What follows belongs to an exercise in optimizing a design on an open flow for small area; a production flow would make more cautious choices.
Function was checked by simulation only, so behaviour that the tests miss may differ from the original.
Power figures rest on the tool's default switching activity, not on a simulated workload.

==> flow/design.v, too long to show whole: its modules and the start of the top module <==
// module top: 1936 lines
module  top (clk,reset,data1,data2,data3,data4,data5,data6,data7,data8,data9,data10,data11,data12,data13,data14,data15,data16,data17,data18,data19,data20,
	dataen1,dataen2,dataen3,dataen4,dataen5,dataen6,dataen7,dataen8,dataen9,dataen10,dataen11,dataen12,dataen13,dataen14,dataen15,dataen16,dataen17,dataen18,dataen19,dataen20,
	datao1,datao2,datao3,datao4,datao5,datao6,datao7,datao8,datao9,datao10,datao11,datao12,datao13,datao14,datao15,datao16,datao17,datao18,datao19,datao20);
  // ...
==> flow/flow/run.sh <==
#!/bin/bash
# The standard layout (standard.sh) with two changes:
#  - every input and output port is buffered by a sky130_fd_sc_hd__buf_1
#    (buffer_ports otherwise picks clkdlybuf4s50_1, 2.7x larger);
#  - synthesis maps with an area-oriented ABC script (flow/synth_area.tcl, flow/area.abc).
set -euo pipefail
export BUFFER_PORTS_ARGS="-buffer_cell sky130_fd_sc_hd__buf_1"
work=$(pwd)
sed "s#SYNTH_SCRIPT=[^ ]*#SYNTH_SCRIPT=$work/flow/synth_area.tcl#" standard.sh > flow_standard.sh
bash flow_standard.sh > standard.log 2>&1
==> flow/flow/area.abc <==
&get -n
&st
&dch
&nf -R 1000 -E 10
&put
&get -n
&st
&dch
&nf -R 1000 -E 10
&put
==> flow/flow/synth_area.tcl <==
# The standard flow's synthesis script (synth_recipe.tcl, in the work folder) unchanged, except that
# ABC's technology mapping uses the area-oriented script area.abc beside this file.
set ::area_abc_script [file join [file dirname [file normalize [info script]]] area.abc]
proc abc {args} {
  set i [lsearch -exact $args -script]
  if { $i >= 0 } {
    lset args [expr { $i + 1 }] $::area_abc_script
  }
  yosys abc {*}$args
}
source [file join [file dirname [file dirname [file normalize [info script]]]] synth_recipe.tcl]
==> flow/standard.sh <==
#!/bin/bash
# synth_recipe.tcl (not shown) runs the flow's synth.tcl, then flattens the netlist and writes it again
# the make line also repeats each setting of config.mk as NAME=value (left out here)
make -C /OpenROAD-flow-scripts/flow DESIGN_CONFIG=/design/flow/config.mk WORK_HOME=/design/flow/orfs CLKGATE_MAP_FILE= SYNTH_SCRIPT=/design/flow/synth_recipe.tcl "${@:-finish}"
==> flow/config.mk <==
export PLATFORM = sky130hd
export DESIGN_NAME = top
export DESIGN_NICKNAME = top
export VERILOG_FILES = /design/flow/design.v
export SDC_FILE = /design/flow/constraint.sdc
export NUM_CORES = 8
export LEC_CHECK = 0
export CAP_MARGIN = 35
export CELL_PAD_IN_SITES_DETAIL_PLACEMENT = 0
export CELL_PAD_IN_SITES_GLOBAL_PLACEMENT = 0
export CORE_MARGIN = 2
export CORE_UTILIZATION = 65
export CTS_BUF_LIST = sky130_fd_sc_hd__clkbuf_16
export CTS_CLUSTER_DIAMETER = 80
export CTS_CLUSTER_SIZE = 22
export PLACE_DENSITY = 0.75
export SLEW_MARGIN = 35
==> flow/constraint.sdc <==
create_clock -name core_clock -period 8.0 [get_ports {clk}]
set_input_delay 1.6000 -clock core_clock [delete_from_list [all_inputs] [get_ports {clk}]]
set_output_delay 1.6000 -clock core_clock [all_outputs]
set_load 0.01 [all_outputs]
==> results.txt, run 1 <==
Finish:
- The inverter count of the layout excluding clock inverters is 172.
- The clock network area share is 3.81%.
- The signed area change from the synthesized netlist to the final layout is 12.9%.
- In the final layout, non-clock buffers account for 4.90% of the cell area.
- The diode insertion count for antenna repair is 110.
- The final cell count without fillers is 12100.

Setup path:
- The critical path in this run is classified as reg2reg.
- The number of cells on the worst reg-to-reg path is 9.
- In this run the worst path has a maximum fanout of 25.
- STA classifies the critical path endpoint as a register.

Global routing:
- The initial antenna violation count is 76.
- Global routing used 19.9% of the available met3 tracks.
- The combined global-route utilization of all metal layers is 52.4%.

Clock tree:
- The number of clock sinks seen by CTS is 3027.

Yosys:
- The synthesized design contains 3027 register bits.
- The synthesized netlist devotes 0% of its cell area to XOR and XNOR gates.
- The sequential cell area fraction in the yosys report is 73.9%.
- The number of enable flip-flop cells after synthesis is 1800.
- By area, the combinational part of the netlist is dominated by compound AO/OA/AOI/OAI gates.

Placed design:
- Buffers placed on the I/O ports in this run total 1183.

Power and ir drop:
- The internal power component is 27.0 mW.

STA:
- After routing, the total negative slack on setup checks comes to 0 ns.
- The number of endpoints with negative hold slack in the final report is 0.
- The worst pin sits at a relative slew slack of 28.2%.

Die:
- The effective utilization at floorplan is 65.5%.

Run status:
- The run finished with no timing, DRC or antenna violations.

Route:
- The first-pass iteration count of the detailed router is 22.
- The first-iteration detailed-routing DRC count is 22000.
==> run 2: changes to the inputs <==
--- a/flow/design.v
+++ b/flow/design.v
@@ -11,7 +11,7 @@
 reg [24:0] r_data11out2_p;
 reg [2:0] r_data11out2_a;
 reg [24:0] r_data11out3_p;
-reg [4:0] r_data11out3_a;
+reg [3:0] r_data11out3_a;
 reg [24:0] r_data11out6_p;
 reg [6:0] r_data11out6_a;
 reg [24:0] r_datao2_p;
@@ -33,7 +33,7 @@
 reg [24:0] r_datao4_p;
 reg [0:0] r_datao4_a;
 reg [24:0] r_data14out2_p;
-reg [2:0] r_data14out2_a;
+reg [1:0] r_data14out2_a;
 reg [24:0] r_data14out3_p;
 reg [6:0] r_data14out3_a;
 reg [24:0] r_data14out4_p;
@@ -43,7 +43,7 @@
 reg [24:0] r_datao6_p;
 reg [1:0] r_datao6_a;
 reg [24:0] r_data15out3_p;
-reg [4:0] r_data15out3_a;
+reg [3:0] r_data15out3_a;
 reg [24:0] r_data15out4_p;
 reg [2:0] r_data15out4_a;
 reg [24:0] r_data15out7_p;
@@ -61,7 +61,7 @@
 reg [24:0] r_data22out2_p;
 reg [3:0] r_data22out2_a;
 reg [24:0] r_data22out3_p;
-reg [4:0] r_data22out3_a;
+reg [3:0] r_data22out3_a;
 reg [24:0] r_data22out4_p;
 reg [1:0] r_data22out4_a;
 reg [24:0] r_data22out6_p;
@@ -81,11 +81,11 @@
 reg [24:0] r_data24out2_p;
 reg [3:0] r_data24out2_a;
 reg [24:0] r_data24out3_p;
-reg [4:0] r_data24out3_a;
+reg [3:0] r_data24out3_a;
 reg [24:0] r_data24out4_p;
 reg [2:0] r_data24out4_a;
 reg [24:0] r_data24out5_p;
-reg [2:0] r_data24out5_a;
+reg [1:0] r_data24out5_a;
 reg [24:0] r_data24out7_p;
 reg [5:0] r_data24out7_a;
 reg [24:0] r_data25out1_p;
@@ -105,19 +105,19 @@
 reg [24:0] r_data32out2_p;
 reg [2:0] r_data32out2_a;
 reg [24:0] r_data32out3_p;
-reg [4:0] r_data32out3_a;
+reg [3:0] r_data32out3_a;
 reg [24:0] r_data33out1_p;
 reg [1:0] r_data33out1_a;
 reg [24:0] r_data33out2_p;
 reg [3:0] r_data33out2_a;
 reg [24:0] r_data33out3_p;
-reg [4:0] r_data33out3_a;
+reg [3:0] r_data33out3_a;
 reg [24:0] r_data33out4_p;
 reg [2:0] r_data33out4_a;
 reg [24:0] r_data33out5_p;
 reg [3:0] r_data33out5_a;
 reg [24:0] r_data33out6_p;
-reg [6:0] r_data33out6_a;
+reg [5:0] r_data33out6_a;
 reg [24:0] r_data33out7_p;
 reg [5:0] r_data33out7_a;
 reg [24:0] r_data33out8_p;
@@ -127,7 +127,7 @@
 reg [24:0] r_data34out2_p;
 reg [3:0] r_data34out2_a;
 reg [24:0] r_data34out3_p;
-reg [4:0] r_data34out3_a;
+reg [3:0] r_data34out3_a;
 reg [24:0] r_data35out1_p;
 reg [3:0] r_data35out1_a;
 reg [24:0] r_datao8_p;
@@ -149,7 +149,7 @@
 reg [24:0] r_data42out2_p;
 reg [3:0] r_data42out2_a;
 reg [24:0] r_data42out3_p;
-reg [4:0] r_data42out3_a;
+reg [3:0] r_data42out3_a;
 reg [24:0] r_data42out5_p;
 reg [4:0] r_data42out5_a;
 reg [24:0] r_data42out7_p;
@@ -159,15 +159,15 @@
 reg [24:0] r_data43out2_p;
 reg [3:0] r_data43out2_a;
 reg [24:0] r_data43out3_p;
-reg [4:0] r_data43out3_a;
+reg [3:0] r_data43out3_a;
 reg [24:0] r_data44out1_p;
 reg [2:0] r_data44out1_a;
 reg [24:0] r_data44out2_p;
 reg [3:0] r_data44out2_a;
 reg [24:0] r_data44out3_p;
-reg [4:0] r_data44out3_a;
+reg [3:0] r_data44out3_a;
 reg [24:0] r_data44out6_p;
-reg [6:0] r_data44out6_a;
+reg [5:0] r_data44out6_a;
 reg [24:0] r_data44out8_p;
 reg [3:0] r_data44out8_a;
 reg [24:0] r_data45out1_p;
@@ -183,7 +183,7 @@
 reg [24:0] r_data51out2_p;
 reg [3:0] r_data51out2_a;
 reg [24:0] r_datao15_p;
-reg [4:0] r_datao15_a;
+reg [3:0] r_datao15_a;
 reg [24:0] r_datao16_p;
 reg [0:0] r_datao16_a;
 reg [24:0] r_data51out5_p;
@@ -211,7 +211,7 @@
 reg [24:0] r_datao10_p;
 reg [3:0] r_datao10_a;
 reg [24:0] r_datao11_p;
-reg [4:0] r_datao11_a;
+reg [3:0] r_datao11_a;
 reg [24:0] r_data55out8_p;
 reg [4:0] r_data55out8_a;
 wire [6:0] a11_1 = data1[24:18];
@@ -273,9 +273,9 @@
 wire [24:0] d11_3_p = bus11_p;
 wire [6:0] d11_3_a = bus11_a;
 always @(posedge clk or negedge reset)
-  if (!reset) r_data11out3_a <= 5'd0;
-  else if (ld11_3) r_data11out3_a <= {d11_3_a[6],d11_3_a[5],d11_3_a[4],d11_3_a[3],d11_3_a[0]};
-  else if (!any11) r_data11out3_a <= 5'd0;
+  if (!reset) r_data11out3_a <= 4'd0;
+  else if (ld11_3) r_data11out3_a <= {d11_3_a[6],d11_3_a[5],d11_3_a[4],d11_3_a[3]};
+  else if (!any11) r_data11out3_a <= 4'd0;
 always @(posedge clk)
   if (ld11_3) r_data11out3_p <= d11_3_p;
 wire ld11_6 = (f11_1 & l11_1_6) | (f11_4 & l11_4_6);
@@ -462,9 +462,9 @@
 wire [24:0] d14_2_p = bus14_p;
 wire [6:0] d14_2_a = bus14_a;
 always @(posedge clk or negedge reset)
-  if (!reset) r_data14out2_a <= 3'd0;
-  else if (ld14_2) r_data14out2_a <= {d14_2_a[2],d14_2_a[1],d14_2_a[0]};
-  else if (!any14) r_data14out2_a <= 3'd0;
+  if (!reset) r_data14out2_a <= 2'd0;
+  else if (ld14_2) r_data14out2_a <= {d14_2_a[1],d14_2_a[0]};
+  else if (!any14) r_data14out2_a <= 2'd0;
 always @(posedge clk)
   if (ld14_2) r_data14out2_p <= d14_2_p;
 wire ld14_3 = (f14_1 & l14_1_3);
@@ -507,12 +507,12 @@
 wire l15_3_1 = v15_3 & (((a15_3[6:3] == 4'd0) & ((7'd5 == a15_3))) | (~(a15_3[6:3] == 4'd0) & (((3'd5 == a15_3[2:0]) & (4'd0 >= a15_3[6:3])))));
 wire l15_3_2 = v15_3 & (((a15_3[6:3] == 4'd0) & ((7'd5 < a15_3))));
 wire l15_3_4 = v15_3 & (((a15_3[6:3] == 4'd0) & ((7'd5 > a15_3))));
-wire [6:0] a15_4 = {1'b0,1'b0,1'b0,1'b0,r_data14out2_a[2],r_data14out2_a[1],r_data14out2_a[0]};
+wire [6:0] a15_4 = {1'b0,1'b0,1'b0,1'b0,(r_data14out2_a[0] | r_data14out2_a[1]),r_data14out2_a[1],r_data14out2_a[0]};
 wire [24:0] p15_4 = r_data14out2_p;
 wire v15_4 = |a15_4;
 wire l15_4_1 = v15_4 & (((a15_4[6:3] == 4'd0) & ((7'd5 == a15_4))) | (~(a15_4[6:3] == 4'd0) & (((3'd5 == a15_4[2:0]) & (4'd0 >= a15_4[6:3])))));
 wire l15_4_2 = v15_4 & (((a15_4[6:3] == 4'd0) & ((7'd5 < a15_4))));
-wire [6:0] a15_7 = {1'b0,1'b0,1'b0,1'b0,r_data24out5_a[2],r_data24out5_a[1],r_data24out5_a[0]};
+wire [6:0] a15_7 = {1'b0,1'b0,1'b0,1'b0,(r_data24out5_a[0] | r_data24out5_a[1]),r_data24out5_a[1],r_data24out5_a[0]};
 wire [24:0] p15_7 = r_data24out5_p;
 wire v15_7 = |a15_7;
 wire l15_7_1 = v15_7 & (((a15_7[6:3] == 4'd0) & ((7'd5 == a15_7))) | (~(a15_7[6:3] == 4'd0) & (((3'd5 == a15_7[2:0]) & (4'd0 >= a15_7[6:3])))));
@@ -551,9 +551,9 @@
 wire [24:0] d15_3_p = bus15_p;
 wire [6:0] d15_3_a = bus15_a;
 always @(posedge clk or negedge reset)
-  if (!reset) r_data15out3_a <= 5'd0;
-  else if (ld15_3) r_data15out3_a <= {d15_3_a[6],d15_3_a[5],d15_3_a[4],d15_3_a[3],d15_3_a[0]};
-  else if (!any15) r_data15out3_a <= 5'd0;
+  if (!reset) r_data15out3_a <= 4'd0;
+  else if (ld15_3) r_data15out3_a <= {d15_3_a[6],d15_3_a[5],d15_3_a[4],d15_3_a[3]};
+  else if (!any15) r_data15out3_a <= 4'd0;
 always @(posedge clk)
   if (ld15_3) r_data15out3_p <= d15_3_p;
 wire ld15_4 = (f15_1 & l15_1_4) | (f15_2 & l15_2_4) | (f15_3 & l15_3_4);
@@ -574,7 +574,7 @@
   else if (!any15) r_data15out7_a <= 7'd0;
 always @(posedge clk)
   if (ld15_7) r_data15out7_p <= d15_7_p;
-wire [6:0] a21_1 = {r_data11out3_a[4],r_data11out3_a[3],r_data11out3_a[2],r_data11out3_a[1],1'b0,1'b0,r_data11out3_a[0]};
+wire [6:0] a21_1 = {r_data11out3_a[3],r_data11out3_a[2],r_data11out3_a[1],r_data11out3_a[0],1'b0,1'b0,(r_data11out3_a[0] | r_data11out3_a[1] | r_data11out3_a[2] | r_data11out3_a[3])};
 wire [24:0] p21_1 = r_data11out3_p;
 wire v21_1 = |a21_1;
 wire l21_1_3 = v21_1 & ((~(a21_1[6:3] == 4'd1) & ((4'd1 < a21_1[6:3]))));
@@ -701,9 +701,9 @@
 wire [24:0] d22_3_p = bus22_p;
 wire [6:0] d22_3_a = bus22_a;
 always @(posedge clk or negedge reset)
-  if (!reset) r_data22out3_a <= 5'd0;
-  else if (ld22_3) r_data22out3_a <= {d22_3_a[6],d22_3_a[5],d22_3_a[4],d22_3_a[3],d22_3_a[1]};
-  else if (!any22) r_data22out3_a <= 5'd0;
+  if (!reset) r_data22out3_a <= 4'd0;
+  else if (ld22_3) r_data22out3_a <= {d22_3_a[6],d22_3_a[5],d22_3_a[4],d22_3_a[3]};
+  else if (!any22) r_data22out3_a <= 4'd0;
 always @(posedge clk)
   if (ld22_3) r_data22out3_p <= d22_3_p;
 wire ld22_4 = (f22_1 & l22_1_4);
@@ -851,9 +851,9 @@
 wire [24:0] d24_3_p = bus24_p;
 wire [6:0] d24_3_a = bus24_a;
 always @(posedge clk or negedge reset)
-  if (!reset) r_data24out3_a <= 5'd0;
-  else if (ld24_3) r_data24out3_a <= {d24_3_a[6],d24_3_a[5],d24_3_a[4],d24_3_a[3],d24_3_a[2]};
-  else if (!any24) r_data24out3_a <= 5'd0;
+  if (!reset) r_data24out3_a <= 4'd0;
+  else if (ld24_3) r_data24out3_a <= {d24_3_a[6],d24_3_a[5],d24_3_a[4],d24_3_a[3]};
+  else if (!any24) r_data24out3_a <= 4'd0;
 always @(posedge clk)
   if (ld24_3) r_data24out3_p <= d24_3_p;
 wire ld24_4 = (f24_1 & l24_1_4);
@@ -869,9 +869,9 @@
 wire [24:0] d24_5_p = p24_7;
 wire [6:0] d24_5_a = a24_7;
 always @(posedge clk or negedge reset)
-  if (!reset) r_data24out5_a <= 3'd0;
-  else if (ld24_5) r_data24out5_a <= {d24_5_a[2],d24_5_a[1],d24_5_a[0]};
-  else if (!any24) r_data24out5_a <= 3'd0;
+  if (!reset) r_data24out5_a <= 2'd0;
+  else if (ld24_5) r_data24out5_a <= {d24_5_a[1],d24_5_a[0]};
+  else if (!any24) r_data24out5_a <= 2'd0;
 always @(posedge clk)
   if (ld24_5) r_data24out5_p <= d24_5_p;
 wire ld24_7 = (f24_1 & l24_1_7) | (f24_5 & l24_5_7);
@@ -883,7 +883,7 @@
   else if (!any24) r_data24out7_a <= 6'd0;
 always @(posedge clk)
   if (ld24_7) r_data24out7_p <= d24_7_p;
-wire [6:0] a25_1 = {r_data15out3_a[4],r_data15out3_a[3],r_data15out3_a[2],r_data15out3_a[1],r_data15out3_a[0],1'b0,r_data15out3_a[0]};
+wire [6:0] a25_1 = {r_data15out3_a[3],r_data15out3_a[2],r_data15out3_a[1],r_data15out3_a[0],(r_data15out3_a[0] | r_data15out3_a[1] | r_data15out3_a[2] | r_data15out3_a[3]),1'b0,(r_data15out3_a[0] | r_data15out3_a[1] | r_data15out3_a[2] | r_data15out3_a[3])};
 wire [24:0] p25_1 = r_data15out3_p;
 wire v25_1 = |a25_1;
 wire l25_1_2 = v25_1 & (((a25_1[6:3] == 4'd1) & ((3'd5 < a25_1[2:0]) | (3'd5 == a25_1[2:0]))));
@@ -986,7 +986,7 @@
   if (!reset) r_datao18_p <= 25'd0;
   else if (ld31_4) r_datao18_p <= d31_4_p;
   else if (!any31) r_datao18_p <= 25'd0;
-wire [6:0] a32_1 = {r_data22out3_a[4],r_data22out3_a[3],r_data22out3_a[2],r_data22out3_a[1],1'b0,r_data22out3_a[0],1'b0};
+wire [6:0] a32_1 = {r_data22out3_a[3],r_data22out3_a[2],r_data22out3_a[1],r_data22out3_a[0],1'b0,(r_data22out3_a[0] | r_data22out3_a[1] | r_data22out3_a[2] | r_data22out3_a[3]),1'b0};
 wire [24:0] p32_1 = r_data22out3_p;
 wire v32_1 = |a32_1;
 wire l32_1_3 = v32_1 & ((~(a32_1[6:3] == 4'd2) & ((4'd2 < a32_1[6:3]))));
@@ -1030,9 +1030,9 @@
 wire [24:0] d32_3_p = p32_1;
 wire [6:0] d32_3_a = a32_1;
 always @(posedge clk or negedge reset)
-  if (!reset) r_data32out3_a <= 5'd0;
-  else if (ld32_3) r_data32out3_a <= {d32_3_a[6],d32_3_a[5],d32_3_a[4],d32_3_a[3],d32_3_a[1]};
-  else if (!any32) r_data32out3_a <= 5'd0;
+  if (!reset) r_data32out3_a <= 4'd0;
+  else if (ld32_3) r_data32out3_a <= {d32_3_a[6],d32_3_a[5],d32_3_a[4],d32_3_a[3]};
+  else if (!any32) r_data32out3_a <= 4'd0;
 always @(posedge clk)
   if (ld32_3) r_data32out3_p <= d32_3_p;
 wire [6:0] a33_1 = {r_data23out3_a[6],r_data23out3_a[5],r_data23out3_a[4],r_data23out3_a[3],r_data23out3_a[2],r_data23out3_a[1],r_data23out3_a[0]};
@@ -1110,9 +1110,9 @@
 wire [24:0] d33_3_p = bus33_p;
 wire [6:0] d33_3_a = bus33_a;
 always @(posedge clk or negedge reset)
-  if (!reset) r_data33out3_a <= 5'd0;
-  else if (ld33_3) r_data33out3_a <= {d33_3_a[6],d33_3_a[5],d33_3_a[4],d33_3_a[3],d33_3_a[0]};
-  else if (!any33) r_data33out3_a <= 5'd0;
+  if (!reset) r_data33out3_a <= 4'd0;
+  else if (ld33_3) r_data33out3_a <= {d33_3_a[6],d33_3_a[5],d33_3_a[4],d33_3_a[3]};
+  else if (!any33) r_data33out3_a <= 4'd0;
 always @(posedge clk)
   if (ld33_3) r_data33out3_p <= d33_3_p;
 wire ld33_4 = (f33_1 & l33_1_4);
@@ -1137,9 +1137,9 @@
 wire [24:0] d33_6_p = bus33_p;
 wire [6:0] d33_6_a = bus33_a;
 always @(posedge clk or negedge reset)
-  if (!reset) r_data33out6_a <= 7'd0;
-  else if (ld33_6) r_data33out6_a <= {d33_6_a[6],d33_6_a[5],d33_6_a[4],d33_6_a[3],d33_6_a[2],d33_6_a[1],d33_6_a[0]};
-  else if (!any33) r_data33out6_a <= 7'd0;
+  if (!reset) r_data33out6_a <= 6'd0;
+  else if (ld33_6) r_data33out6_a <= {d33_6_a[6],d33_6_a[5],d33_6_a[4],d33_6_a[3],d33_6_a[1],d33_6_a[0]};
+  else if (!any33) r_data33out6_a <= 6'd0;
 always @(posedge clk)
   if (ld33_6) r_data33out6_p <= d33_6_p;
 wire ld33_7 = (f33_1 & l33_1_7) | (f33_5 & l33_5_7);
@@ -1160,7 +1160,7 @@
   else if (!any33) r_data33out8_a <= 3'd0;
 always @(posedge clk)
   if (ld33_8) r_data33out8_p <= d33_8_p;
-wire [6:0] a34_1 = {r_data24out3_a[4],r_data24out3_a[3],r_data24out3_a[2],r_data24out3_a[1],r_data24out3_a[0],1'b0,1'b0};
+wire [6:0] a34_1 = {r_data24out3_a[3],r_data24out3_a[2],r_data24out3_a[1],r_data24out3_a[0],(r_data24out3_a[0] | r_data24out3_a[1] | r_data24out3_a[2] | r_data24out3_a[3]),1'b0,1'b0};
 wire [24:0] p34_1 = r_data24out3_p;
 wire v34_1 = |a34_1;
 wire l34_1_3 = v34_1 & ((~(a34_1[6:3] == 4'd2) & ((4'd2 < a34_1[6:3]))));
@@ -1204,9 +1204,9 @@
 wire [24:0] d34_3_p = p34_1;
 wire [6:0] d34_3_a = a34_1;
 always @(posedge clk or negedge reset)
-  if (!reset) r_data34out3_a <= 5'd0;
-  else if (ld34_3) r_data34out3_a <= {d34_3_a[6],d34_3_a[5],d34_3_a[4],d34_3_a[3],d34_3_a[2]};
-  else if (!any34) r_data34out3_a <= 5'd0;
+  if (!reset) r_data34out3_a <= 4'd0;
+  else if (ld34_3) r_data34out3_a <= {d34_3_a[6],d34_3_a[5],d34_3_a[4],d34_3_a[3]};
+  else if (!any34) r_data34out3_a <= 4'd0;
 always @(posedge clk)
   if (ld34_3) r_data34out3_p <= d34_3_p;
 wire [6:0] a35_1 = {r_data25out3_a[6],r_data25out3_a[5],r_data25out3_a[4],r_data25out3_a[3],r_data25out3_a[2],r_data25out3_a[1],r_data25out3_a[0]};
@@ -1336,7 +1336,7 @@
   if (!reset) r_datao17_p <= 25'd0;
   else if (ld41_4) r_datao17_p <= d41_4_p;
   else if (!any41) r_datao17_p <= 25'd0;
-wire [6:0] a42_1 = {r_data32out3_a[4],r_data32out3_a[3],r_data32out3_a[2],r_data32out3_a[1],1'b0,r_data32out3_a[0],1'b0};
+wire [6:0] a42_1 = {r_data32out3_a[3],r_data32out3_a[2],r_data32out3_a[1],r_data32out3_a[0],1'b0,(r_data32out3_a[0] | r_data32out3_a[1] | r_data32out3_a[2] | r_data32out3_a[3]),1'b0};
 wire [24:0] p42_1 = r_data32out3_p;
 wire v42_1 = |a42_1;
 wire l42_1_3 = v42_1 & ((~(a42_1[6:3] == 4'd3) & (((3'd2 == a42_1[2:0]) & (4'd3 < a42_1[6:3])))));
@@ -1392,9 +1392,9 @@
 wire [24:0] d42_3_p = bus42_p;
 wire [6:0] d42_3_a = bus42_a;
 always @(posedge clk or negedge reset)
-  if (!reset) r_data42out3_a <= 5'd0;
-  else if (ld42_3) r_data42out3_a <= {d42_3_a[6],d42_3_a[5],d42_3_a[4],d42_3_a[3],d42_3_a[1]};
-  else if (!any42) r_data42out3_a <= 5'd0;
+  if (!reset) r_data42out3_a <= 4'd0;
+  else if (ld42_3) r_data42out3_a <= {d42_3_a[6],d42_3_a[5],d42_3_a[4],d42_3_a[3]};
+  else if (!any42) r_data42out3_a <= 4'd0;
 always @(posedge clk)
   if (ld42_3) r_data42out3_p <= d42_3_p;
 wire ld42_5 = (f42_3 & l42_3_5) | (f42_7 & l42_7_5);
@@ -1415,7 +1415,7 @@
   else if (!any42) r_data42out7_a <= 5'd0;
 always @(posedge clk)
   if (ld42_7) r_data42out7_p <= d42_7_p;
-wire [6:0] a43_1 = {r_data33out3_a[4],r_data33out3_a[3],r_data33out3_a[2],r_data33out3_a[1],1'b0,r_data33out3_a[0],r_data33out3_a[0]};
+wire [6:0] a43_1 = {r_data33out3_a[3],r_data33out3_a[2],r_data33out3_a[1],r_data33out3_a[0],1'b0,(r_data33out3_a[0] | r_data33out3_a[1] | r_data33out3_a[2] | r_data33out3_a[3]),(r_data33out3_a[0] | r_data33out3_a[1] | r_data33out3_a[2] | r_data33out3_a[3])};
 wire [24:0] p43_1 = r_data33out3_p;
 wire v43_1 = |a43_1;
 wire l43_1_3 = v43_1 & ((~(a43_1[6:3] == 4'd3) & ((4'd3 < a43_1[6:3]))));
@@ -1454,12 +1454,12 @@
 wire [24:0] d43_3_p = p43_1;
 wire [6:0] d43_3_a = a43_1;
 always @(posedge clk or negedge reset)
-  if (!reset) r_data43out3_a <= 5'd0;
-  else if (ld43_3) r_data43out3_a <= {d43_3_a[6],d43_3_a[5],d43_3_a[4],d43_3_a[3],d43_3_a[0]};
-  else if (!any43) r_data43out3_a <= 5'd0;
+  if (!reset) r_data43out3_a <= 4'd0;
+  else if (ld43_3) r_data43out3_a <= {d43_3_a[6],d43_3_a[5],d43_3_a[4],d43_3_a[3]};
+  else if (!any43) r_data43out3_a <= 4'd0;
 always @(posedge clk)
   if (ld43_3) r_data43out3_p <= d43_3_p;
-wire [6:0] a44_1 = {r_data34out3_a[4],r_data34out3_a[3],r_data34out3_a[2],r_data34out3_a[1],r_data34out3_a[0],1'b0,1'b0};
+wire [6:0] a44_1 = {r_data34out3_a[3],r_data34out3_a[2],r_data34out3_a[1],r_data34out3_a[0],(r_data34out3_a[0] | r_data34out3_a[1] | r_data34out3_a[2] | r_data34out3_a[3]),1'b0,1'b0};
 wire [24:0] p44_1 = r_data34out3_p;
 wire v44_1 = |a44_1;
 wire l44_1_3 = v44_1 & ((~(a44_1[6:3] == 4'd3) & (((3'd4 == a44_1[2:0]) & (4'd3 < a44_1[6:3])))));
@@ -1483,7 +1483,7 @@
 wire l44_6_1 = v44_6 & ((~(a44_6[6:3] == 4'd3) & (((3'd4 == a44_6[2:0]) & (4'd3 >= a44_6[6:3])))));
 wire l44_6_2 = v44_6 & (((a44_6[6:3] == 4'd3) & ((7'd4 < a44_6))));
 wire l44_6_8 = v44_6 & ((~(a44_6[6:3] == 4'd3) & (((3'd4 > a44_6[2:0]) & (4'd3 > a44_6[6:3])))));
-wire [6:0] a44_8 = {r_data33out6_a[6],r_data33out6_a[5],r_data33out6_a[4],r_data33out6_a[3],r_data33out6_a[2],r_data33out6_a[1],r_data33out6_a[0]};
+wire [6:0] a44_8 = {r_data33out6_a[5],r_data33out6_a[4],r_data33out6_a[3],r_data33out6_a[2],(r_data33out6_a[2] | r_data33out6_a[3] | r_data33out6_a[4] | r_data33out6_a[5]),r_data33out6_a[1],r_data33out6_a[0]};
 wire [24:0] p44_8 = r_data33out6_p;
 wire v44_8 = |a44_8;
 wire l44_8_2 = v44_8 & (((a44_8[6:3] == 4'd3) & ((7'd4 < a44_8))));
@@ -1520,18 +1520,18 @@
 wire [24:0] d44_3_p = bus44_p;
 wire [6:0] d44_3_a = bus44_a;
 always @(posedge clk or negedge reset)
-  if (!reset) r_data44out3_a <= 5'd0;
-  else if (ld44_3) r_data44out3_a <= {d44_3_a[6],d44_3_a[5],d44_3_a[4],d44_3_a[3],d44_3_a[2]};
-  else if (!any44) r_data44out3_a <= 5'd0;
+  if (!reset) r_data44out3_a <= 4'd0;
+  else if (ld44_3) r_data44out3_a <= {d44_3_a[6],d44_3_a[5],d44_3_a[4],d44_3_a[3]};
+  else if (!any44) r_data44out3_a <= 4'd0;
 always @(posedge clk)
   if (ld44_3) r_data44out3_p <= d44_3_p;
 wire ld44_6 = (f44_8 & l44_8_6);
 wire [24:0] d44_6_p = p44_8;
 wire [6:0] d44_6_a = a44_8;
 always @(posedge clk or negedge reset)
-  if (!reset) r_data44out6_a <= 7'd0;
-  else if (ld44_6) r_data44out6_a <= {d44_6_a[6],d44_6_a[5],d44_6_a[4],d44_6_a[3],d44_6_a[2],d44_6_a[1],d44_6_a[0]};
-  else if (!any44) r_data44out6_a <= 7'd0;
+  if (!reset) r_data44out6_a <= 6'd0;
+  else if (ld44_6) r_data44out6_a <= {d44_6_a[6],d44_6_a[5],d44_6_a[4],d44_6_a[3],d44_6_a[1],d44_6_a[0]};
+  else if (!any44) r_data44out6_a <= 6'd0;
 always @(posedge clk)
   if (ld44_6) r_data44out6_p <= d44_6_p;
 wire ld44_8 = (f44_3 & l44_3_8) | (f44_6 & l44_6_8);
@@ -1663,9 +1663,9 @@
 wire [24:0] d51_3_p = bus51_p;
 wire [6:0] d51_3_a = bus51_a;
 always @(posedge clk or negedge reset)
-  if (!reset) r_datao15_a <= 5'd0;
-  else if (ld51_3) r_datao15_a <= {d51_3_a[6],d51_3_a[5],d51_3_a[4],d51_3_a[3],d51_3_a[0]};
-  else if (!any51) r_datao15_a <= 5'd0;
+  if (!reset) r_datao15_a <= 4'd0;
+  else if (ld51_3) r_datao15_a <= {d51_3_a[6],d51_3_a[5],d51_3_a[4],d51_3_a[3]};
+  else if (!any51) r_datao15_a <= 4'd0;
 always @(posedge clk or negedge reset)
   if (!reset) r_datao15_p <= 25'd0;
   else if (ld51_3) r_datao15_p <= d51_3_p;
@@ -1690,7 +1690,7 @@
   else if (!any51) r_data51out5_a <= 5'd0;
 always @(posedge clk)
   if (ld51_5) r_data51out5_p <= d51_5_p;
-wire [6:0] a52_1 = {r_data42out3_a[4],r_data42out3_a[3],r_data42out3_a[2],r_data42out3_a[1],1'b0,r_data42out3_a[0],1'b0};
+wire [6:0] a52_1 = {r_data42out3_a[3],r_data42out3_a[2],r_data42out3_a[1],r_data42out3_a[0],1'b0,(r_data42out3_a[0] | r_data42out3_a[1] | r_data42out3_a[2] | r_data42out3_a[3]),1'b0};
 wire [24:0] p52_1 = r_data42out3_p;
 wire v52_1 = |a52_1;
 wire l52_1_3 = v52_1 & (((a52_1[6:3] == 4'd4) & ((3'd2 == a52_1[2:0]))) | (~(a52_1[6:3] == 4'd4) & ((4'd4 < a52_1[6:3]))));
@@ -1708,8 +1708,6 @@
 wire f52_3 = v52_3 & ~v52_1;
 wire f52_4 = v52_4 & ~v52_1 & ~v52_3;
 wire any52 = v52_1 | v52_3 | v52_4;
-wire [24:0] bus52_p = (({25{f52_1}} & p52_1) | ({25{f52_3}} & p52_3));
-wire [6:0] bus52_a = (({7{f52_1}} & a52_1) | ({7{f52_3}} & a52_3));
 wire ld52_1 = (f52_3 & l52_3_1);
 wire [24:0] d52_1_p = p52_3;
 wire [6:0] d52_1_a = a52_3;
@@ -1729,17 +1727,17 @@
 always @(posedge clk)
   r_data52out2_p <= d52_2_p | ({25{~ld52_2}} & r_data52out2_p);
 wire ld52_3 = (f52_1 & l52_1_3) | (f52_3 & l52_3_3);
-wire [24:0] d52_3_p = bus52_p;
-wire [6:0] d52_3_a = bus52_a;
+wire [24:0] d52_3_p = (({25{f52_1 & l52_1_3}} & p52_1) | ({25{f52_3 & l52_3_3}} & p52_3));
+wire [6:0] d52_3_a = (({7{f52_1 & l52_1_3}} & a52_1) | ({7{f52_3 & l52_3_3}} & a52_3));
 always @(posedge clk or negedge reset)
   if (!reset) r_datao14_a <= 7'd0;
   else if (ld52_3) r_datao14_a <= {d52_3_a[6],d52_3_a[5],d52_3_a[4],d52_3_a[3],d52_3_a[2],d52_3_a[1],d52_3_a[0]};
   else if (!any52) r_datao14_a <= 7'd0;
+wire ho52_3 = any52 & ~ld52_3;
 always @(posedge clk or negedge reset)
   if (!reset) r_datao14_p <= 25'd0;
-  else if (ld52_3) r_datao14_p <= d52_3_p;
-  else if (!any52) r_datao14_p <= 25'd0;
-wire [6:0] a53_1 = {r_data43out3_a[4],r_data43out3_a[3],r_data43out3_a[2],r_data43out3_a[1],1'b0,r_data43out3_a[0],r_data43out3_a[0]};
+  else r_datao14_p <= d52_3_p | ({25{ho52_3}} & r_datao14_p);
+wire [6:0] a53_1 = {r_data43out3_a[3],r_data43out3_a[2],r_data43out3_a[1],r_data43out3_a[0],1'b0,(r_data43out3_a[0] | r_data43out3_a[1] | r_data43out3_a[2] | r_data43out3_a[3]),(r_data43out3_a[0] | r_data43out3_a[1] | r_data43out3_a[2] | r_data43out3_a[3])};
 wire [24:0] p53_1 = r_data43out3_p;
 wire v53_1 = |a53_1;
 wire l53_1_3 = v53_1 & (((a53_1[6:3] == 4'd4) & ((3'd3 == a53_1[2:0]))) | (~(a53_1[6:3] == 4'd4) & ((4'd4 < a53_1[6:3]))));
@@ -1757,8 +1755,6 @@
 wire f53_3 = v53_3 & ~v53_1;
 wire f53_4 = v53_4 & ~v53_1 & ~v53_3;
 wire any53 = v53_1 | v53_3 | v53_4;
-wire [24:0] bus53_p = (({25{f53_1}} & p53_1) | ({25{f53_3}} & p53_3));
-wire [6:0] bus53_a = (({7{f53_1}} & a53_1) | ({7{f53_3}} & a53_3));
 wire ld53_1 = (f53_3 & l53_3_1);
 wire [24:0] d53_1_p = p53_3;
 wire [6:0] d53_1_a = a53_3;
@@ -1778,17 +1774,17 @@
 always @(posedge clk)
   r_data53out2_p <= d53_2_p | ({25{~ld53_2}} & r_data53out2_p);
 wire ld53_3 = (f53_1 & l53_1_3) | (f53_3 & l53_3_3);
-wire [24:0] d53_3_p = bus53_p;
-wire [6:0] d53_3_a = bus53_a;
+wire [24:0] d53_3_p = (({25{f53_1 & l53_1_3}} & p53_1) | ({25{f53_3 & l53_3_3}} & p53_3));
+wire [6:0] d53_3_a = (({7{f53_1 & l53_1_3}} & a53_1) | ({7{f53_3 & l53_3_3}} & a53_3));
 always @(posedge clk or negedge reset)
   if (!reset) r_datao13_a <= 7'd0;
   else if (ld53_3) r_datao13_a <= {d53_3_a[6],d53_3_a[5],d53_3_a[4],d53_3_a[3],d53_3_a[2],d53_3_a[1],d53_3_a[0]};
   else if (!any53) r_datao13_a <= 7'd0;
+wire ho53_3 = any53 & ~ld53_3;
 always @(posedge clk or negedge reset)
   if (!reset) r_datao13_p <= 25'd0;
-  else if (ld53_3) r_datao13_p <= d53_3_p;
-  else if (!any53) r_datao13_p <= 25'd0;
-wire [6:0] a54_1 = {r_data44out3_a[4],r_data44out3_a[3],r_data44out3_a[2],r_data44out3_a[1],r_data44out3_a[0],1'b0,1'b0};
+  else r_datao13_p <= d53_3_p | ({25{ho53_3}} & r_datao13_p);
+wire [6:0] a54_1 = {r_data44out3_a[3],r_data44out3_a[2],r_data44out3_a[1],r_data44out3_a[0],(r_data44out3_a[0] | r_data44out3_a[1] | r_data44out3_a[2] | r_data44out3_a[3]),1'b0,1'b0};
 wire [24:0] p54_1 = r_data44out3_p;
 wire v54_1 = |a54_1;
 wire l54_1_3 = v54_1 & (((a54_1[6:3] == 4'd4) & ((3'd4 == a54_1[2:0]))) | (~(a54_1[6:3] == 4'd4) & ((4'd4 < a54_1[6:3]))));
@@ -1806,8 +1802,6 @@
 wire f54_3 = v54_3 & ~v54_1;
 wire f54_4 = v54_4 & ~v54_1 & ~v54_3;
 wire any54 = v54_1 | v54_3 | v54_4;
-wire [24:0] bus54_p = (({25{f54_1}} & p54_1) | ({25{f54_3}} & p54_3));
-wire [6:0] bus54_a = (({7{f54_1}} & a54_1) | ({7{f54_3}} & a54_3));
 wire ld54_1 = (f54_3 & l54_3_1);
 wire [24:0] d54_1_p = p54_3;
 wire [6:0] d54_1_a = a54_3;
@@ -1827,16 +1821,16 @@
 always @(posedge clk)
   r_data54out2_p <= d54_2_p | ({25{~ld54_2}} & r_data54out2_p);
 wire ld54_3 = (f54_1 & l54_1_3) | (f54_3 & l54_3_3);
-wire [24:0] d54_3_p = bus54_p;
-wire [6:0] d54_3_a = bus54_a;
+wire [24:0] d54_3_p = (({25{f54_1 & l54_1_3}} & p54_1) | ({25{f54_3 & l54_3_3}} & p54_3));
+wire [6:0] d54_3_a = (({7{f54_1 & l54_1_3}} & a54_1) | ({7{f54_3 & l54_3_3}} & a54_3));
 always @(posedge clk or negedge reset)
   if (!reset) r_datao12_a <= 7'd0;
   else if (ld54_3) r_datao12_a <= {d54_3_a[6],d54_3_a[5],d54_3_a[4],d54_3_a[3],d54_3_a[2],d54_3_a[1],d54_3_a[0]};
   else if (!any54) r_datao12_a <= 7'd0;
+wire ho54_3 = any54 & ~ld54_3;
 always @(posedge clk or negedge reset)
   if (!reset) r_datao12_p <= 25'd0;
-  else if (ld54_3) r_datao12_p <= d54_3_p;
-  else if (!any54) r_datao12_p <= 25'd0;
+  else r_datao12_p <= d54_3_p | ({25{ho54_3}} & r_datao12_p);
 wire [6:0] a55_1 = {r_data45out3_a[6],r_data45out3_a[5],r_data45out3_a[4],r_data45out3_a[3],r_data45out3_a[2],r_data45out3_a[1],r_data45out3_a[0]};
 wire [24:0] p55_1 = r_data45out3_p;
 wire v55_1 = |a55_1;
@@ -1860,7 +1854,7 @@
 wire [24:0] p55_4 = r_data54out2_p;
 wire v55_4 = |a55_4;
 wire l55_4_2 = v55_4 & (((a55_4[6:3] == 4'd4) & ((7'd5 < a55_4))));
-wire [6:0] a55_8 = {r_data44out6_a[6],r_data44out6_a[5],r_data44out6_a[4],r_data44out6_a[3],r_data44out6_a[2],r_data44out6_a[1],r_data44out6_a[0]};
+wire [6:0] a55_8 = {r_data44out6_a[5],r_data44out6_a[4],r_data44out6_a[3],r_data44out6_a[2],(r_data44out6_a[2] | r_data44out6_a[3] | r_data44out6_a[4] | r_data44out6_a[5]),r_data44out6_a[1],r_data44out6_a[0]};
 wire [24:0] p55_8 = r_data44out6_p;
 wire v55_8 = |a55_8;
 wire l55_8_2 = v55_8 & (((a55_8[6:3] == 4'd4) & ((7'd5 < a55_8))));
@@ -1897,9 +1891,9 @@
 wire [24:0] d55_3_p = bus55_p;
 wire [6:0] d55_3_a = bus55_a;
 always @(posedge clk or negedge reset)
-  if (!reset) r_datao11_a <= 5'd0;
-  else if (ld55_3) r_datao11_a <= {d55_3_a[6],d55_3_a[5],d55_3_a[4],d55_3_a[3],d55_3_a[0]};
-  else if (!any55) r_datao11_a <= 5'd0;
+  if (!reset) r_datao11_a <= 4'd0;
+  else if (ld55_3) r_datao11_a <= {d55_3_a[6],d55_3_a[5],d55_3_a[4],d55_3_a[3]};
+  else if (!any55) r_datao11_a <= 4'd0;
 always @(posedge clk or negedge reset)
   if (!reset) r_datao11_p <= 25'd0;
   else if (ld55_3) r_datao11_p <= d55_3_p;
@@ -1923,11 +1917,11 @@
 assign datao8 = {r_datao8_p[24:18], {1'b0,1'b0,r_datao8_a[3],1'b0,r_datao8_a[2],r_datao8_a[1],r_datao8_a[0]}, r_datao8_p[17:0]};
 assign datao9 = {r_datao9_p[24:18], {1'b0,1'b0,r_datao9_a[3],r_datao9_a[3],r_datao9_a[2],r_datao9_a[1],r_datao9_a[0]}, r_datao9_p[17:0]};
 assign datao10 = {r_datao10_p[24:18], {1'b0,r_datao10_a[3],1'b0,1'b0,r_datao10_a[2],r_datao10_a[1],r_datao10_a[0]}, r_datao10_p[17:0]};
-assign datao11 = {r_datao11_p[24:18], {r_datao11_a[4],r_datao11_a[3],r_datao11_a[2],r_datao11_a[1],r_datao11_a[0],1'b0,r_datao11_a[0]}, r_datao11_p[17:0]};
+assign datao11 = {r_datao11_p[24:18], {r_datao11_a[3],r_datao11_a[2],r_datao11_a[1],r_datao11_a[0],(r_datao11_a[0] | r_datao11_a[1] | r_datao11_a[2] | r_datao11_a[3]),1'b0,(r_datao11_a[0] | r_datao11_a[1] | r_datao11_a[2] | r_datao11_a[3])}, r_datao11_p[17:0]};
 assign datao12 = {r_datao12_p[24:18], {r_datao12_a[6],r_datao12_a[5],r_datao12_a[4],r_datao12_a[3],r_datao12_a[2],r_datao12_a[1],r_datao12_a[0]}, r_datao12_p[17:0]};
 assign datao13 = {r_datao13_p[24:18], {r_datao13_a[6],r_datao13_a[5],r_datao13_a[4],r_datao13_a[3],r_datao13_a[2],r_datao13_a[1],r_datao13_a[0]}, r_datao13_p[17:0]};
 assign datao14 = {r_datao14_p[24:18], {r_datao14_a[6],r_datao14_a[5],r_datao14_a[4],r_datao14_a[3],r_datao14_a[2],r_datao14_a[1],r_datao14_a[0]}, r_datao14_p[17:0]};
-assign datao15 = {r_datao15_p[24:18], {r_datao15_a[4],r_datao15_a[3],r_datao15_a[2],r_datao15_a[1],1'b0,1'b0,r_datao15_a[0]}, r_datao15_p[17:0]};
+assign datao15 = {r_datao15_p[24:18], {r_datao15_a[3],r_datao15_a[2],r_datao15_a[1],r_datao15_a[0],1'b0,1'b0,(r_datao15_a[0] | r_datao15_a[1] | r_datao15_a[2] | r_datao15_a[3])}, r_datao15_p[17:0]};
 assign datao16 = {r_datao16_p[24:18], {1'b0,r_datao16_a[0],1'b0,1'b0,1'b0,1'b0,1'b0}, r_datao16_p[17:0]};
 assign datao17 = {r_datao17_p[24:18], {1'b0,1'b0,r_datao17_a[1],r_datao17_a[1],1'b0,1'b0,r_datao17_a[0]}, r_datao17_p[17:0]};
 assign datao18 = {r_datao18_p[24:18], {1'b0,1'b0,r_datao18_a[1],1'b0,1'b0,1'b0,r_datao18_a[0]}, r_datao18_p[17:0]};
==> flow/flow/area.abc (replaced) <==
&get -n
&st
&dch -f
&nf -R 1000 -E 10 -p
&put
&get -n
&st
&dch -f
&nf -R 1000 -E 10 -p
&put
&get -n
&st
&dch -f
&nf -R 1000 -E 10 -p
&put
&get -n
&st
&dch -f
&nf -R 1000 -E 10 -p
&put
==> flow/config.mk (replaced) <==
export PLATFORM = sky130hd
export DESIGN_NAME = top
export DESIGN_NICKNAME = top
export VERILOG_FILES = /design/flow/design.v
export SDC_FILE = /design/flow/constraint.sdc
export NUM_CORES = 8
export LEC_CHECK = 0
export CAP_MARGIN = 15
export CELL_PAD_IN_SITES_DETAIL_PLACEMENT = 0
export CELL_PAD_IN_SITES_GLOBAL_PLACEMENT = 0
export CORE_MARGIN = 2
export CORE_UTILIZATION = 70
export CTS_BUF_LIST = sky130_fd_sc_hd__clkbuf_16
export CTS_CLUSTER_DIAMETER = 50
export CTS_CLUSTER_SIZE = 30
export PLACE_DENSITY = 0.8
export SLEW_MARGIN = 15
==> run 2 against run 1 <==
  * The layout now fails its checks (max-slew violations)
  * Cell count is 2.5% lower
  * First-iteration DRC count is 10% higher
  * Synthesized cell count is 1.3% lower
  * Sequential cell count is 16 lower
  * Clock-buffer cell count is 24 higher
  * Core utilization is 6.5 points higher
  * Routed wire length is 2.3% lower
  * Clock skew is 0.019 ns higher
  * Largest power group unchanged
==> results.txt, run 2 <==
Clock tree:
- At the later pin of the worst-skew pair, clock insertion delay measures 0.92 ns.
- TritonCTS built the clock tree.
- The number of buffers added to fix hold violations after cts is 0.
- The maximum level of the CTS H-tree is 4.
- The quantity of gates resized following cts is 0.
- The total clock buffers created by CTS is 185.
- Counting along the longest clock path gives a buffer depth of 3.
- The tree is rooted in a sky130_fd_sc_hd__clkbuf_16.
- The clock-pin slew reported for the worst setup and hold paths after clock tree synthesis is 0.10 ns.
- The setup fix buffers added after clock tree synthesis is 0.
- The number of clock sinks seen by CTS was 3011 (-0.53%).

Yosys:
- The unique cell type count in the Yosys netlist is 60.
- In the post-synthesis netlist, the biggest area contributors are sky130_fd_sc_hd__edfxtp_1 48%, sky130_fd_sc_hd__dfrtp_1 20%, sky130_fd_sc_hd__nand2_1 6.0%.
- The flip-flop and latch count after synthesis is 3011 (-0.53%).
- By count the netlist is led by 1800 x sky130_fd_sc_hd__edfxtp_1, 1792 x sky130_fd_sc_hd__nand2_1, 886 x sky130_fd_sc_hd__dfrtp_1, 589 x sky130_fd_sc_hd__a222oi_1, 461 x sky130_fd_sc_hd__a22o_1.
- In the synthesized netlist the dominant register cell turns out to be sky130_fd_sc_hd__edfxtp_1.
- The number of enable flip-flop cells after synthesis is 1800 (unchanged).
- The share of async-settable or async-resettable flops after synthesis is 29.4%.
- The top cell type by area accounts for 48.5% of the synthesized area.
- The dominant cell type by area after synthesis is sky130_fd_sc_hd__edfxtp_1.
- The average footprint of a synthesized cell is 14.1 µm².
- The mapped netlist covers 111000 µm².
- The count of mapped cells out of synthesis is 7880.
- The sequential cell area fraction in the yosys report is 74.2% (+0.33 points).
- sky130_fd_sc_hd__edfxtp_1 is the most common cell in the netlist.
- The total of warnings raised by yosys is 1.

STA:
- The slew of the pin with the lowest slew margin is 1.50 ns.
- The worst path needs 5.65 ns of the cycle, external delays included.
- Setup repair after global routing left no endpoint under its margin.
- The aggregate negative setup slack was 0 ns (unchanged).
- After layout, the worst path uses 70.7% of the clock period.
- For the final database, setup skew stands at 0.0533 ns.
- The final setup violation count is 0.
- Based on the critical path, the design can be clocked at up to 177 MHz.
- The number of endpoints with negative hold slack in the final report is 0 (unchanged).
- The final number of max-transition violations came to 2.
- The headroom to the max-slew limit is -0.259% (-28 points).

Setup path:
- The top fanout value on the critical path is 31 (+24%).
- The kind of capture point of the worst setup path is a register.
- The required arrival time at the worst endpoint is 8.78 ns.
- The type of element launching the critical path is a primary input.
- The signal on the critical path passes through buf_1 > nor4_1 > clkinv_1 > buf_4 > nor2_1 > nand2_1 > nor2_1 > nand2_1 > nor2_1 > buf_4 > a211o_1 > nor2_2 > a22o_1.
- The largest stage delay on the critical path is 0.87 ns.
- The cell repeated most along the worst path is sky130_fd_sc_hd__nor2_1.
- At the worst endpoint, the arrival time is 6.44 ns.
- The worst setup path category is in2reg.
- The slowest stage of the critical path is the sky130_fd_sc_hd__nor4_1 cell.

Placed design:
- The number of instances in the placed design is 11300.
- The count of input and output buffers is 1183 (unchanged).
- The half-perimeter wire length after placement is 330000 µm.
- The final estimated routing congestion in global placement is 1.07.

Route:
- The remaining antenna violation count is 0.
- The total wirelength of the detailed-routed design is 460000 µm.
- In the routed layout, each cell is associated on average with a via count of 7.72.
- The first-pass iteration count of the detailed router came to 17 (-23%).
- The first-iteration detailed-routing DRC count is 24200 (+10%).
- For this block, the via count after detailed routing is 90900.
- After detailed routing, the number of remaining DRC violations is 0.
- The detail-routed net length per standard cell is 39.1 µm.

Power and ir drop:
- The static leakage is 48.3 nW.
- The analysis attributes to net switching a power of 16.6 mW.
- The internal power component is 28.4 mW (+5.2%).
- The combinational power share is 22.4%.
- The switching share of power is 36.9%.
- The sequential cell fraction of total power is 52.8%.
- The power density over cell area is 354 nW/µm².
- Across the VDD grid, the largest voltage drop is 0.311 mV.
- In this run, the clock network consumes 24.9% of the power.

Finish:
- Of the cells placed in the final design, the portion with a size suffix greater than 1 is 6.73%.
- Leaving out fill and tap cells, the most frequent cells in the layout are 1800 x sky130_fd_sc_hd__edfxtp_1, 1792 x sky130_fd_sc_hd__nand2_1, 1182 x sky130_fd_sc_hd__buf_1, 886 x sky130_fd_sc_hd__dfrtp_1, 589 x sky130_fd_sc_hd__a222oi_1.
- The commonest non-fill, non-tap cell in the layout is sky130_fd_sc_hd__edfxtp_1.
- The storage element area is 82700 µm².
- After the last flow step, the layout net total stands at 10100.
- Fill cells in the final layout number 8649.
- The signed area change from the synthesized netlist to the final layout is 14.3%.
- The final cell count without fillers is 11800 (-2.5%).
- The multi-input combinational cells in the finished layout cover a total of 27900 µm².

Global routing:
- The first global-routing pass estimated 625000 µm of wire.
- Entering global routing, the biggest net connects 166 pins.
- The initial antenna violation count is 73 (-3.9%).
- The number of global-route vias before repair was 83600.
- The combined global-route utilization of all metal layers was 55.8% (+3.4 points).
- The total congestion overflow is 0.

Flow run:
- The number of maximum-capacitance constraint violations is 0.

Die:
- The area of the die is 162000 µm².
- The I/O pin count is 1302.
- The die extent in x is 403 µm.
- The floorplan row count is 146.
- The total area inside the core boundary comes to 158000 µm².
- The effective utilization at floorplan was 70.5% (+5.0 points).
- The height of the chip is 403 µm.

Worst hold path:
- The tightest min-delay check is of the reg2reg type.

Run status:
- The reasons given for failing layout checks are max-slew violations.
- The run finished, with violations left.
run 2: cell types whose count changed in the layout (fill, tap and decap cells not counted), sizes merged, moves of 48 or more:
cell	change
nand3	+56
clkinv	+117
a22o	+48
a21oi	-55
a22oi	-130
a21o	-64
a222oi	+67
o21ai	-68
run 2: layer usage:
layer | GRT usage (%) | vias to the layer above | part of all wire [%]
li1 | - | 34200 | -
met1 | 67.3 | 42700 | 29
met5 | 1.61 | - | 0.093
met4 | 48.3 | 44 | 12
met3 | 22.8 | 2788 | 18
met2 | 77.8 | 11100 | 41
run 2: worst max-delay path: cells and delay by family:
kind / cells / cell delay, ns
AND/OR/NAND/NOR: 7 / 2.61
AO/OA/AOI/OAI: 2 / 1.23
buffers and inverters: 4 / 0.98
run 2: path summary, 6_finish.rpt:
check,start,to,slack (ns),cells past startpoint
worst min register to register,r_data33out3_p[7]$_DFFE_PP_,r_data43out3_p[7]$_DFFE_PP_,0.41,0
worst min-delay path,r_data33out3_p[7]$_DFFE_PP_,r_data43out3_p[7]$_DFFE_PP_,0.41,0
worst max-delay path,data4[21],r_datao4_p[11]$_DFFE_PN0P_,2.35,13
min in group asynchronous,reset,r_datao6_p[17]$_DFFE_PN0P_,0.82,1
worst max register to register,r_data14out3_a[5]$_DFFE_PN0P_,r_data24out3_a[1]$_DFFE_PN0P_,2.85,12
max in group asynchronous,reset,r_datao17_p[23]$_DFFE_PN0P_,5.39,3
run 2: power groups by stage:
stage / logic [mW] / registers [mW] / clock network, mW
3_3_place_gp: 8.99 / 23.5 / 0
6_report: 10.1 / 23.8 / 11.2
2_1_floorplan: 4.83 / 22.5 / 0
5_1_grt: 10.4 / 23.7 / 11.5
4_1_cts: 9.57 / 23.4 / 11.0
3_5_place_dp: 9.40 / 23.7 / 0
run 2: cell type report:
type | count | area share [%]
sequential | 3011 | 64.9
clock inverter | 162 | 1.70
inverter | 241 | 0.710
antenna | 95 | 0.187
clock buffer | 190 | 3.73
multi-input combinational | 4613 | 21.9
tap | 2072 | 2.04
timing repair buffer | 1388 | 4.79
run 2: cell families (layout without fill, tap and decap cells):
logic type                 after synthesis  count (layout)  share of synthesized area (%)
DFF                                   3011            3011                           74.2
buffers and inverters                  353            1981                           1.57
adders and majority gates                2               2                         0.0224
muxes                                    1               1                        0.00898
and+or+nand+nor                       2622            2622                           9.92
other                                    1             193                        0.00336
AOI/OAI and AO/OA                     1890            1890                           14.3
run 2: metrics by stage:
stage / worst slack [ns] / area, µm² / total power [mW] / hold WS (ns) / util [%]
after floorplan: 0.0602 / 112000 / 27.3 / 0.400 / -
after global placement: 1.82 / 120000 / 32.5 / 0.404 / 75.9
after detailed placement: 1.69 / 120000 / 33.1 / 0.405 / 75.9
after CTS: 2.61 / 127000 / 44.0 / 0.403 / 80.3
after global routing: 2.16 / 127000 / 45.7 / 0.417 / 80.4
final: 2.35 / 127000 / 45.1 / 0.414 / 80.5
==> run 3: changes to the inputs <==
==> flow/config.mk (replaced) <==
export PLATFORM = sky130hd
export DESIGN_NAME = top
export DESIGN_NICKNAME = top
export VERILOG_FILES = /design/flow/design.v
export SDC_FILE = /design/flow/constraint.sdc
export NUM_CORES = 8
export LEC_CHECK = 0
export CAP_MARGIN = 35
export CELL_PAD_IN_SITES_DETAIL_PLACEMENT = 0
export CELL_PAD_IN_SITES_GLOBAL_PLACEMENT = 0
export CORE_MARGIN = 2
export CORE_UTILIZATION = 65
export CTS_BUF_LIST = sky130_fd_sc_hd__clkbuf_16
export CTS_CLUSTER_DIAMETER = 80
export CTS_CLUSTER_SIZE = 22
export PLACE_DENSITY = 0.75
export SLEW_MARGIN = 35
==> run 3 against run 2 <==
  * First-iteration DRC count is 12% lower
  * Combinational power hardly changed
  * Sequential power barely moved
  * Critical path type unchanged
  * Core utilization is 6.5 points lower
  * Area after synthesis unchanged
  * Die area is 7.6% higher
  * Largest cell class unchanged
  * Clock power fell by 21%
  * The run now finishes clean
  * Register-to-register slack better by 0.50 ns
  * Sequential share of layout area up 0.86 points
  * Clock-buffer cell count is 28 lower
  * Clock skew shrank 0.0019 ns
  * Design area down 1.3%
==> results.txt, run 3 <==
STA:
- The final setup violation count was 0 (unchanged).
- The clock skew after layout came to 0.0514 ns (-0.00188 ns).
- The slew of the pin with the lowest slew margin is 1.12 ns (-0.382 ns).
- The worst hold margin is 0.420 ns (+0.00635 ns).
- The final number of max-transition violations is 0 (-2).
- The post-route minimum period came to 4.79 ns (-0.863 ns).
- The share of the clock period used by the worst path is 59.9% (-11 points).
- The fmax came to 209 MHz (+18%).
- Setup repair after global routing left no endpoint under its margin.
- The headroom to the max-slew limit is 25.2% (+25 points).
- The aggregate negative setup slack is 0 ns (unchanged).
- The number of endpoints with negative hold slack in the final report is 0 (unchanged).

Route:
- The first-iteration detailed-routing DRC count was 21400 (-12%).
- The total via count after detailed routing is 89300 (-1.7%).
- The detail-routed net length per standard cell is 38.9 µm (-0.44%).
- The post-detailed-route DRC marker count is 0 (unchanged).
- The total wirelength of the detailed-routed design was 462000 µm (+0.39%).
- The first-pass iteration count of the detailed router is 17 (unchanged).
- The remaining antenna violation count was 0 (unchanged).
- The post-detailed-route via-to-cell ratio was 7.53 (-2.5%).

Finish:
- The top cell types in the final layout, fill and taps aside, are 1800 x sky130_fd_sc_hd__edfxtp_1, 1788 x sky130_fd_sc_hd__nand2_1, 1182 x sky130_fd_sc_hd__buf_1, 886 x sky130_fd_sc_hd__dfrtp_1, 589 x sky130_fd_sc_hd__a222oi_1.
- The commonest non-fill, non-tap cell in the layout is sky130_fd_sc_hd__edfxtp_1.
- From synthesis to final layout, the design area changed by 12.8%.
- The core occupancy in the finished layout is 74.0% (-6.5 points).
- The total number of nets in the final design is 10100 (-0.13%).
- The final cell count without fillers was 11900 (+0.83%).
- The fraction of layout cells with a size suffix above 1 is 5.86% (-0.87 points).

Yosys:
- Ranked by total cell area, the synthesized netlist is headed by sky130_fd_sc_hd__edfxtp_1 48%, sky130_fd_sc_hd__dfrtp_1 20%, sky130_fd_sc_hd__nand2_1 6.0%.
- The share of async-settable or async-resettable flops after synthesis is 29.4% (unchanged).
- Ranked by instance count, the synthesized netlist is headed by 1800 x sky130_fd_sc_hd__edfxtp_1, 1792 x sky130_fd_sc_hd__nand2_1, 886 x sky130_fd_sc_hd__dfrtp_1, 589 x sky130_fd_sc_hd__a222oi_1, 461 x sky130_fd_sc_hd__a22o_1.
- The total of warnings raised by yosys is 1 (unchanged).
- The sequential cell area fraction in the yosys report is 74.2% (unchanged).
- The average footprint of a synthesized cell was 14.1 µm² (unchanged).
- The number of enable flip-flop cells after synthesis is 1800 (unchanged).
- The dominant cell type by area after synthesis is sky130_fd_sc_hd__edfxtp_1.
- The summed instance area of the synthesized netlist was 111000 µm² (unchanged).
- The count of mapped cells out of synthesis was 7880 (unchanged).
- The unique cell type count in the Yosys netlist is 60 (unchanged).
- The share of Yosys cell area claimed by the top area cell type is 48.5% (unchanged).
- The flip-flop and latch count after synthesis was 3011 (unchanged).
- The most instantiated flip-flop cell in the synthesis netlist is sky130_fd_sc_hd__edfxtp_1.
- Yosys instantiated no cell more often than sky130_fd_sc_hd__edfxtp_1.

Placed design:
- The half-perimeter wire length after placement is 338000 µm (+2.4%).
- The final estimated routing congestion in global placement is 1.05 (-1.6%).
- The number of instances in the placed design is 11500 (+1.4%).
- The count of input and output buffers was 1183 (unchanged).

Worst hold path:
- The tightest min-delay check is of the reg2reg type.

Die:
- The area of the die was 175000 µm² (+7.6%).
- The die extent in x is 418 µm (+3.7%).
- The height of the chip is 418 µm (+3.7%).
- The core area was 170000 µm² (+7.4%).
- The effective utilization at floorplan is 65.6% (-4.8 points).
- The floorplan row count came to 151 (+3.4%).
- The I/O pin count is 1302 (unchanged).

Clock tree:
- The quantity of gates resized following cts is 0 (unchanged).
- The tree is rooted in a sky130_fd_sc_hd__clkbuf_16.
- The clock insertion delay at the later pin of the skew report was 0.89 ns (-0.03 ns).
- The number of buffers added to fix hold violations after cts was 0 (unchanged).
- The total clock buffers created by CTS was 158 (-15%).
- The CTS tree is done.
- The clock-pin slew reported for the worst setup and hold paths after clock tree synthesis came to 0.09 ns (about the same).
- The maximum level of the CTS H-tree is 4 (unchanged).
- The number of clock sinks seen by CTS is 3011 (unchanged).
- The setup fix buffers added after clock tree synthesis was 0 (unchanged).
- The buffer levels on the longest clock path is 3 (unchanged).

Power and ir drop:
- The combinational power share came to 23.5% (+1.1 points).
- The switching share of power is 36.1% (-0.76 points).
- The switching power of the nets was 15.4 mW (-7.3%).
- The power share of the clock group came to 20.8% (-4.1 points).
- The power density over cell area is 339 nW/µm² (-4.1%).
- The total power came to 42.7 mW (-5.4%).
- The maximum vdd ir drop came to 0.285 mV (-8.4%).
- The static leakage was 47.8 nW (-0.96%).
- The internal power component came to 27.2 mW (-4.2%).
- The sequential cell fraction of total power came to 55.7% (+2.9 points).

Setup path:
- The worst setup path category is in2reg.
- The cell repeated most along the worst path is sky130_fd_sc_hd__buf_4.
- The required arrival time at the worst endpoint is 8.80 ns (+0.02 ns).
- The largest stage delay on the critical path is 0.73 ns (-0.14 ns).
- The type of element launching the critical path is a primary input.
- The highest-delay cell along the critical path is sky130_fd_sc_hd__nor4_1.
- The critical path goes through buf_1 > nor4_1 > nand2_1 > or2_0 > buf_4 > nor3_2 > buf_4 > o21ai_0 > a21o_1 > buf_6 > nor2_1 > buf_4 > a22o_1.
- The top fanout value on the critical path is 28 (-9.7%).
- The endpoint arrival time on the critical path came to 5.59 ns (-0.85 ns).
- The kind of capture point of the worst setup path is a register.

Flow run:
- The number of maximum-capacitance constraint violations came to 0 (unchanged).

Global routing:
- The first-pass GRT wire length is 623000 µm (-0.41%).
- The total congestion overflow is 0 (unchanged).
- The initial antenna violation count is 64 (-12%).
- The number of global-route vias before repair is 81000 (-3.2%).
- The largest net degree at the start of global routing is 171 (+3.0%).
- The combined global-route utilization of all metal layers is 51.9% (-3.9 points).

Run status:
- The flow ran to the end and the layout has no timing, DRC or antenna violations.
## run 3: cell families after synthesis
group                      after synthesis  synth area share (%)
other                                    1               0.00336
AOI/OAI and AO/OA                     1890                  14.3
adders and majority gates                2                0.0224
muxes                                    1               0.00898
and+or+nand+nor                       2622                  9.92
buffers and inverters                  353                  1.57
DFF                                   3011                  74.2
## run 3: power by group through the flow
| stage | clock network, mW | registers [mW] | logic [mW] |
|---|---|---|---|
| after CTS | 8.73 | 23.4 | 9.62 |
| after detailed placement | 0 | 23.7 | 9.51 |
| after global routing | 9.23 | 23.7 | 10.4 |
| after global placement | 0 | 23.6 | 9.11 |
| after floorplan | 0 | 22.5 | 4.83 |
| final | 8.87 | 23.7 | 10.0 |
## run 3: final timing paths
kind	start	endpoint	slack (ns)	cells after the start
worst min register to register	r_data22out3_p[7]$_DFFE_PP_	r_data32out3_p[7]$_DFFE_PP_	0.42	0
worst min-delay path	r_data22out3_p[7]$_DFFE_PP_	r_data32out3_p[7]$_DFFE_PP_	0.42	0
max in group asynchronous	reset	r_datao8_a[2]$_DFFE_PN0P_	5.29	3
worst max register to register	r_data43out1_a[4]$_DFFE_PN0P_	r_data33out1_p[3]$_DFFE_PP_	3.35	9
worst max-delay path	data1[21]	r_datao1_p[13]$_DFFE_PN0P_	3.21	13
min in group asynchronous	reset	r_data12out3_a[0]$_DFFE_PN0P_	0.79	1
## run 3: routing by layer
| metal | track usage (%) | up-vias | share of wire, % |
|---|---|---|---|
| li1 | - | 34000 | - |
| met1 | 65.1 | 42800 | 31 |
| met2 | 73.8 | 10200 | 42 |
| met3 | 17.4 | 2259 | 16 |
| met4 | 42.1 | 46 | 11 |
| met5 | 1.00 | - | 0.12 |
## run 3: through the flow
step | cell area [µm²] | worst slack (ns)
after global placement | 120000 | 2.10
after CTS | 125000 | 3.06
final | 126000 | 3.21
after floorplan | 112000 | 0.0602
after global routing | 126000 | 2.94
after detailed placement | 121000 | 2.20
## run 3: cell type report
class | instances | area, µm²
Timing Repair Buffer | 1402 | 6280
Fill cell | 10700 | 44100
Multi-Input combinational cell | 4613 | 28100
Sequential cell | 3011 | 82700
Clock inverter | 132 | 667
Inverter | 241 | 927
Tap cell | 2218 | 2780
Antenna cell | 91 | 228
Clock buffer | 162 | 4050
## run 3: critical path: cells and delay by family
kind                   cells  cell delay [ns]
AND/OR/NAND/NOR            5             2.02
AO/OA/AOI/OAI              3             0.76
buffers and inverters      5             1.21

port drivers added, routing unchanged:
How much do the figures lean on ideal ports? The routed layouts below were timed once more, with nothing changed but the port constraints. Step 1 assumes that a clkbuf_16 drives the clock port and a buf_2 every other input. Step 2 moves the port delays by t, midway between the first and last clock arrival at a register: inputs arrive t later, outputs are due t later. That takes back most of the time a late clock gives input paths. Slacks: ideal ports / drivers / drivers and shift; pairs: ideal ports / drivers.
run | t (ns) | setup slack, ns | hold slack, ns | worst setup path at the end | clock arrival spread, ns
run 1 | 0.959 | 2.780 / 2.780 / 2.228 | 0.415 / 0.415 / 0.415 | input to register | 0.036 / 0.036
run 2 | 0.990 | 2.346 / 2.413 / 1.424 | 0.414 / 0.414 / 0.414 | input to register | 0.061 / 0.061
run 3 | 0.959 | 3.209 / 3.283 / 2.324 | 0.420 / 0.420 / 0.420 | input to register | 0.053 / 0.053
The setup slack of run 2, which loses most, moves by +0.067 ns with the drivers and by -0.922 ns with both steps.
